What follows belongs to an exercise in optimizing a design on an open flow for small area; a production flow would make more cautious choices. RTL that was checked went through simulation tests only; none was proved equivalent to the original.

## top_gray_sobel
module top_gray_sobel (
        input logic    clk_i,
        input logic    nreset_i,
        input logic    [1:0] select_i,
        input logic    finish_i,
        input logic    start_i,
        input logic    [MAX_PIXEL_BITS-1:0] in_pixel_i,
        output logic   [MAX_PIXEL_BITS-1:0] out_pixel_o,
        output logic   px_ready_sobel_o
    );
    wire sel0 = (select_i == 2'd0);
    wire sel1 = (select_i == 2'd1);
    wire sel2 = (select_i == 2'd2);
    wire sel3 = (select_i == 2'd3);
    logic [MAX_PIXEL_BITS-1:0] px_q;
    logic gray_busy_q, gray_valid_q, gray_busy_nx;
    logic byp_q, byp_nx;
    logic [7:0] gray_sum, gray;
    always_ff @(posedge clk_i) px_q <= in_pixel_i;
    assign gray_busy_nx = gray_busy_q ? ~finish_i : (start_i & (sel0 | sel2));
    assign byp_nx       = byp_q ? ~finish_i : (start_i & sel3);
    always_ff @(posedge clk_i or negedge nreset_i) begin
        if (!nreset_i) begin
            gray_busy_q  <= 1'b0;
            gray_valid_q <= 1'b0;
            byp_q        <= 1'b0;
        end else begin
            gray_busy_q  <= gray_busy_nx;
            gray_valid_q <= gray_busy_nx & ~sel1;
            byp_q        <= byp_nx;
        end
    end
    logic gs1, gs2;
    ha gsu2 (.a(px_q[10]), .b(px_q[13]), .s(gs1), .co(gs2));
    logic gs3, gs4;
    fa gsu4 (.a(px_q[11]), .b(px_q[14]), .c(px_q[5]), .s(gs3), .co(gs4));
    logic gs5, gs6;
    ha gsu6 (.a(px_q[8]), .b(px_q[3]), .s(gs5), .co(gs6));
    logic gs7, gs8;
    fa gsu8 (.a(px_q[12]), .b(px_q[6]), .c(px_q[9]), .s(gs7), .co(gs8));
    logic gs9, gs10;
    ha gsu10 (.a(px_q[12]), .b(px_q[6]), .s(gs9), .co(gs10));
    logic gs11, gs12;
  ...
clock: 10.0 ns
lec_check: 0
cap_margin: 20
core_area: 10 10 290 290
die_area: 0 0 300 300
slew_margin: 20
synth_hierarchical: 1
synth_minimum_keep_size: 0
run.sh (not shown) runs the stock make flow with config.mk's settings and CLKGATE_MAP_FILE= SYNTH_SCRIPT=/design/flow/synth_recipe.tcl, a recipe that flattens the netlist after the stock synthesis.
The baseline passed the timing, DRC and antenna checks.
Next try:
==> flow/flow/run.sh (new file) <==
#!/bin/bash
# The standard layout (standard.sh: the standard flow's synthesis and ORFS flow), with
#  - port buffers of the smallest buffer cell instead of the default choice,
#  - clock tree synthesis without dummy loads at the tree's leaves.
# Each tool's full output goes to a log of its own under orfs/logs; make's
# output goes to flow_make.log here.
set -euo pipefail
export BUFFER_PORTS_ARGS="-buffer_cell sky130_fd_sc_hd__buf_1"
export CTS_ARGS="-sink_clustering_enable -repair_clock_nets -dont_use_dummy_load -buf_list sky130_fd_sc_hd__clkbuf_4 sky130_fd_sc_hd__clkbuf_8"
bash standard.sh > flow_make.log 2>&1
==> flow/standard.sh (new file) <==
#!/bin/bash
# synth_recipe.tcl (not shown) runs the flow's synth.tcl, then flattens the netlist and writes it again
# the make line also repeats each setting of config.mk as NAME=value (left out here)
make -C /OpenROAD-flow-scripts/flow DESIGN_CONFIG=/design/flow/config.mk WORK_HOME=/design/flow/orfs CLKGATE_MAP_FILE= SYNTH_SCRIPT=/design/flow/synth_recipe.tcl "${@:-finish}"
- CORE_AREA: 10 10 290 290 -> 5 5 115 115
- CTS_BUF_LIST: not set -> sky130_fd_sc_hd__clkbuf_4 sky130_fd_sc_hd__clkbuf_8
- DIE_AREA: 0 0 300 300 -> 0 0 120 120
removed: flow/run.sh
Outcome:
- The new run aborted during clock tree synthesis on STA-0564
- area after synthesis does not change
- synthesized cell count is unchanged
Next try:
--- a/flow/flow/run.sh
+++ b/flow/flow/run.sh
@@ -9 +9 @@
-export CTS_ARGS="-sink_clustering_enable -repair_clock_nets -dont_use_dummy_load -buf_list sky130_fd_sc_hd__clkbuf_4 sky130_fd_sc_hd__clkbuf_8"
+export CTS_ARGS="-sink_clustering_enable -repair_clock_nets -dont_use_dummy_load -buf_list {sky130_fd_sc_hd__clkbuf_4 sky130_fd_sc_hd__clkbuf_8}"
The new run ran to the end with no violations.
Area after synthesis does not change.
Synthesized cell count stays the same.
Next try:
==> flow/run.sh (new file) <==
#!/bin/bash
# synth_recipe.tcl (not shown) runs the flow's synth.tcl, then flattens the netlist and writes it again
# the make line also repeats each setting of config.mk as NAME=value (left out here)
make -C /OpenROAD-flow-scripts/flow DESIGN_CONFIG=/design/flow/config.mk WORK_HOME=/design/flow/orfs CLKGATE_MAP_FILE= SYNTH_SCRIPT=/design/flow/synth_recipe.tcl finish
removed: flow/flow/run.sh
removed: flow/standard.sh
The changed run produced a clean layout.
Setup slack is worse by 180 ps.
Fmax falls by 2.4%.
Worst hold slack gains 11 ps.

## v6
Another version of the RTL of top_gray_sobel (not shown whole).
For scale: about 370 cells after synthesis, ~100 flip-flops, ~37 I/O pins, roughly 5500 um^2 of cells after synthesis.
==> flow/config.mk <==
export PLATFORM = sky130hd
export DESIGN_NAME = top_gray_sobel
export DESIGN_NICKNAME = top_gray_sobel
export VERILOG_FILES = /design/flow/design.v
export SDC_FILE = /design/flow/constraint.sdc
export NUM_CORES = 4
export LEC_CHECK = 0
export CAP_MARGIN = 20
export CORE_AREA = 5 5 115 115
export DIE_AREA = 0 0 120 120
export SLEW_MARGIN = 20
export SYNTH_HIERARCHICAL = 1
export SYNTH_MINIMUM_KEEP_SIZE = 0
==> flow/constraint.sdc <==
create_clock -name core_clock -period 10.0 [get_ports {clk_i}]
set_input_delay 2.0000 -clock core_clock [delete_from_list [all_inputs] [get_ports {clk_i}]]
set_output_delay 2.0000 -clock core_clock [all_outputs]
set_load 0.01 [all_outputs]
Stock flow here: none of the scripts above is used.
v6: complete, dirty (setup timing)
## Diff of input files: v7 against v6
Settings: CORE_AREA now 10 10 290 290, was 5 5 115 115; DIE_AREA now 0 0 300 300, was 0 0 120 120.
[summary]
[flow] v7 | stages: complete | final checks: fail | reason: setup timing
Higher post-place instance area among v6 and v7: v7
Sort v6 and v7 by fraction of area in non-clock buffers asc -> top: v7
When v7 is measured against v6, its pin count of the biggest net entering global routing turns out 9 higher.
Total global routing track utilization ended up 13 points lower on v7 than on v6.
Going from v6 to v7, clock buffer count in the final layout shrinks by 1.
v6 -> v7: multiplexer area fraction after synthesis delta 0, exact match
Re post-cts resize count: v6 and v7 aren't equal, and the higher value belongs to v7.
In the reports for v6 and v7, the larger overall via count from detail_route belongs to v7.
The lower critical path depth of v6 and v7 is in v7.
No functional check of the RTL was part of any run of this note.

Another version of the RTL of top_gray_sobel (not shown whole).
Size in the first run: ~460 cells after synthesis, ~94 flip-flops, ~37 I/O pins.
export LEC_CHECK = 0
export ABC_AREA = 1
export CAP_MARGIN = 20
export CORE_AREA = 5 5 115 115
export CTS_BUF_LIST = sky130_fd_sc_hd__clkbuf_4 sky130_fd_sc_hd__clkbuf_8
export DIE_AREA = 0 0 120 120
export SLEW_MARGIN = 20
export SYNTH_HIERARCHICAL = 1
export SYNTH_MINIMUM_KEEP_SIZE = 0
create_clock -name core_clock -period 10.0 [get_ports {clk_i}]
standard.sh (not shown) runs the stock make flow with config.mk's settings and CLKGATE_MAP_FILE= SYNTH_SCRIPT=/design/flow/synth_recipe.tcl, a recipe that flattens the netlist after the stock synthesis.
==> flow/flow/run.sh <==
#!/bin/bash
# The standard layout (standard.sh: the standard flow's synthesis and ORFS flow), with
#  - port buffers of the smallest buffer cell instead of the default choice,
#  - clock tree synthesis without dummy loads at the tree's leaves.
# Each tool's full output goes to a log of its own under orfs/logs; make's
# output goes to flow_make.log here.
set -euo pipefail
export BUFFER_PORTS_ARGS="-buffer_cell sky130_fd_sc_hd__buf_1"
export CTS_ARGS="-sink_clustering_enable -repair_clock_nets -dont_use_dummy_load -sink_clustering_size 25 -sink_clustering_max_diameter 80 -buf_list {sky130_fd_sc_hd__clkbuf_8}"
bash standard.sh > flow_make.log 2>&1
==> next run, changes <==
--- a/flow/flow/run.sh
+++ b/flow/flow/run.sh
@@ -7,4 +7,4 @@
 set -euo pipefail
 export BUFFER_PORTS_ARGS="-buffer_cell sky130_fd_sc_hd__buf_1"
-export CTS_ARGS="-sink_clustering_enable -repair_clock_nets -dont_use_dummy_load -sink_clustering_size 25 -sink_clustering_max_diameter 80 -buf_list {sky130_fd_sc_hd__clkbuf_8}"
+export CTS_ARGS="-sink_clustering_enable -repair_clock_nets -dont_use_dummy_load -buf_list {sky130_fd_sc_hd__clkbuf_4 sky130_fd_sc_hd__clkbuf_8}"
 bash standard.sh > flow_make.log 2>&1
The changed run passed the timing, DRC and antenna checks.
Die area does not change.
Synthesized area stays the same.
Setup slack stays the same.
Cell area does not change.
Clock skew is unchanged.
Global-route usage does not change.
Wire length does not change.

top_gray_sobel, a different RTL version from the one above (not shown whole).
Size: about 440 cells after synthesis, ~37 I/O pins, roughly 0.0051 mm^2 of cells after synthesis.
==> flow/config.mk <==
export PLATFORM = sky130hd
export DESIGN_NAME = top_gray_sobel
export DESIGN_NICKNAME = top_gray_sobel
export VERILOG_FILES = /design/flow/design.v
export SDC_FILE = /design/flow/constraint.sdc
export NUM_CORES = 4
export LEC_CHECK = 0
export ABC_AREA = 1
export CAP_MARGIN = 20
export CORE_AREA = 5 5 115 115
export CTS_BUF_LIST = sky130_fd_sc_hd__clkbuf_4 sky130_fd_sc_hd__clkbuf_8
export DIE_AREA = 0 0 120 120
export SLEW_MARGIN = 20
export SYNTH_HIERARCHICAL = 1
export SYNTH_MINIMUM_KEEP_SIZE = 0
==> flow/constraint.sdc <==
create_clock -name core_clock -period 10.0 [get_ports {clk_i}]
set_input_delay 2.0000 -clock core_clock [delete_from_list [all_inputs] [get_ports {clk_i}]]
set_output_delay 2.0000 -clock core_clock [all_outputs]
set_load 0.01 [all_outputs]
==> flow/flow/run.sh <==
#!/bin/bash
# The standard layout (standard.sh: the standard flow's synthesis and ORFS flow), with
#  - port buffers of the smallest buffer cell instead of the default choice,
#  - clock tree synthesis without dummy loads at the tree's leaves.
# Each tool's full output goes to a log of its own under orfs/logs; make's
# output goes to flow_make.log here.
set -euo pipefail
export BUFFER_PORTS_ARGS="-buffer_cell sky130_fd_sc_hd__buf_1"
export CTS_ARGS="-sink_clustering_enable -repair_clock_nets -dont_use_dummy_load -buf_list {sky130_fd_sc_hd__clkbuf_4 sky130_fd_sc_hd__clkbuf_8}"
bash standard.sh > flow_make.log 2>&1
The starting point produced a clean layout.
Edit:
- ABC_AREA: 1 -> not set
After rerunning: Routed wire length goes down by 3.5%. Cell count goes down by 14%. Cell area goes down by 2.3%. Non-clock buffer count goes down by 2. Sequential share of layout area goes up by 1.1 points.
Edit:
--- a/flow/flow/run.sh
+++ b/flow/flow/run.sh
@@ -4 +4,3 @@
-#  - clock tree synthesis without dummy loads at the tree's leaves.
+#  - clock tree synthesis without dummy loads at the tree's leaves,
+#  - power recovery after global routing (downsizes gates off the critical
+#    paths).
@@ -9,0 +12 @@
+export RECOVER_POWER=100
Now the flow reached the layout checks and failed them: max-capacitance violations, max-slew violations.
Utilization hardly moves.
Final area stays flat.

Setup of run P:
top_gray_sobel, a different RTL version from the one above (not shown whole).
For scale: ~340 cells after synthesis, about 95 flip-flops, ~37 I/O pins, ~0.0050 mm2 of cells after synthesis.
clock: 10.0 ns
lec_check: 0
cap_margin: 20
core_area: 4 4 96 96
cts_buf_list: sky130_fd_sc_hd__clkbuf_4 sky130_fd_sc_hd__clkbuf_8
die_area: 0 0 100 100
slew_margin: 20
synth_hierarchical: 1
synth_minimum_keep_size: 0
==> flow/flow/run.sh <==
#!/bin/bash
# The standard layout (standard.sh: the standard flow's synthesis and ORFS flow), with
#  - port buffers of the smallest buffer cell instead of the default choice,
#  - clock tree synthesis without dummy loads at the tree's leaves.
# Each tool's full output goes to a log of its own under orfs/logs; make's
# output goes to flow_make.log here.
set -euo pipefail
export BUFFER_PORTS_ARGS="-buffer_cell sky130_fd_sc_hd__buf_1"
export CTS_ARGS="-sink_clustering_enable -repair_clock_nets -dont_use_dummy_load -buf_list {sky130_fd_sc_hd__clkbuf_4 sky130_fd_sc_hd__clkbuf_8}"
bash standard.sh > flow_make.log 2>&1
Run P has completed all stages; timing, DRC and antenna checks passed.
Setup changes, run P to run E
- DIE_AREA: 0 0 100 100 -> 0 0 120 120
- CORE_AREA: 4 4 96 96 -> 5 5 115 115
## What came out
- Having completed the whole flow, run E delivered a layout that passed the timing, DRC and antenna checks.
- Measured against each other, run E and run P differ in wire length the detailed router placed on met1, the lower figure coming from run E.
- Going from run P to run E, met1 track demand over resource fell by 10 points, total track usage lost 6.1 points.
- Comparing run E with run P, the met3 usage came out essentially unchanged.
- Run E vs run P, violation count after the first detailed-route iteration went up by 33.

Another version of the RTL of top_gray_sobel (not shown whole).
Size in the first run: about 450 cells after synthesis, about 94 flip-flops, about 5200 sq um of cells after synthesis.
clock: 10.0 ns
lec_check: 0
abc_area: 1
cap_margin: 20
core_area: 5 5 115 115
cts_buf_list: sky130_fd_sc_hd__clkbuf_4 sky130_fd_sc_hd__clkbuf_8
die_area: 0 0 120 120
slew_margin: 20
synth_hierarchical: 1
synth_minimum_keep_size: 0
==> flow/flow/run.sh <==
#!/bin/bash
# The standard layout (standard.sh: the standard flow's synthesis and ORFS flow), with
#  - port buffers of the smallest buffer cell instead of the default choice,
#  - clock tree synthesis without dummy loads at the tree's leaves.
# Each tool's full output goes to a log of its own under orfs/logs; make's
# output goes to flow_make.log here.
set -euo pipefail
export BUFFER_PORTS_ARGS="-buffer_cell sky130_fd_sc_hd__buf_1"
export CTS_ARGS="-sink_clustering_enable -repair_clock_nets -dont_use_dummy_load -sink_clustering_size 50 -sink_clustering_max_diameter 200 -buf_list {sky130_fd_sc_hd__clkbuf_16}"
bash standard.sh > flow_make.log 2>&1
Then changed:
--- a/flow/flow/run.sh
+++ b/flow/flow/run.sh
@@ -7,4 +7,4 @@
 set -euo pipefail
 export BUFFER_PORTS_ARGS="-buffer_cell sky130_fd_sc_hd__buf_1"
-export CTS_ARGS="-sink_clustering_enable -repair_clock_nets -dont_use_dummy_load -sink_clustering_size 50 -sink_clustering_max_diameter 200 -buf_list {sky130_fd_sc_hd__clkbuf_16}"
+export CTS_ARGS="-sink_clustering_enable -repair_clock_nets -dont_use_dummy_load -buf_list {sky130_fd_sc_hd__clkbuf_4 sky130_fd_sc_hd__clkbuf_8}"
 bash standard.sh > flow_make.log 2>&1
--- a/flow/config.mk
+++ b/flow/config.mk
@@ -6,5 +6,4 @@
 export NUM_CORES = 4
 export LEC_CHECK = 0
-export ABC_AREA = 1
 export CAP_MARGIN = 20
 export CORE_AREA = 5 5 115 115
What happened:
- via count shrinks by 8.1%
- die area does not change
- fmax shrinks by 5.9%
- design area shrinks by about 3.4%
- first-iteration DRC count shrinks by about 16%
- hold slack is about the same
- setup slack got worse by 460 ps
- core utilization shrinks by 1.6 points
- non-clock buffer count is unchanged
- cell count shrinks by about 14%

==> static timing again, ports no longer ideal <==
How much do the figures lean on ideal ports? The routed layouts below were timed once more, with nothing changed but the port constraints. Step 1, drivers: a clkbuf_16 drives clk_i and a buf_2 each remaining input, both assumed. Step 2 also shifts input and output timing later by t, the mid clock arrival at the registers, as if the neighbouring blocks saw the same clock. a / b / c = no drivers / after step 1 / after step 2; a / b = the first two.
run | t (ns) | setup WS [ns] | worst hold slack (ns)
the first run of note 1 | 0.407 | 2.456 / 2.485 / 2.078 | 0.372 / 0.372 / 0.372
the third run of note 1 | 0.381 | 2.729 / 2.729 / 2.514 | 0.368 / 0.368 / 0.368
the fourth run of note 1 | 0.413 | 2.553 / 2.521 / 2.146 | 0.380 / 0.380 / 0.380
v6 | 0.380 | -2.082 / -2.118 / -1.738 | 0.445 / 0.445 / 0.445
v7 | 0.401 | -2.176 / -2.225 / -1.823 | 0.452 / 0.452 / 0.452
the first run of note 3 | 0.396 | 2.597 / 2.607 / 2.211 | 0.453 / 0.453 / 0.453
the second run of note 3 | 0.396 | 2.597 / 2.607 / 2.211 | 0.453 / 0.453 / 0.453
the first run of note 4 | 0.393 | 2.380 / 2.380 / 2.380 | 0.378 / 0.378 / 0.378
the second run of note 4 | 0.385 | 2.071 / 2.082 / 1.697 | 0.392 / 0.392 / 0.392
the third run of note 4 | 0.386 | 1.842 / 1.853 / 1.468 | 0.392 / 0.392 / 0.392
run P | 0.378 | 2.137 / 2.146 / 1.768 | 0.446 / 0.446 / 0.446
run E | 0.392 | 2.087 / 2.100 / 1.708 | 0.438 / 0.438 / 0.438
the first run of note 6 | 0.379 | 2.714 / 2.714 / 2.387 | 0.445 / 0.445 / 0.445
the second run of note 6 | 0.383 | 2.256 / 2.268 / 1.885 | 0.443 / 0.443 / 0.443
The setup slack of the fourth run of note 1, which loses most, moves by -0.032 ns with the drivers and by -0.407 ns with both steps.
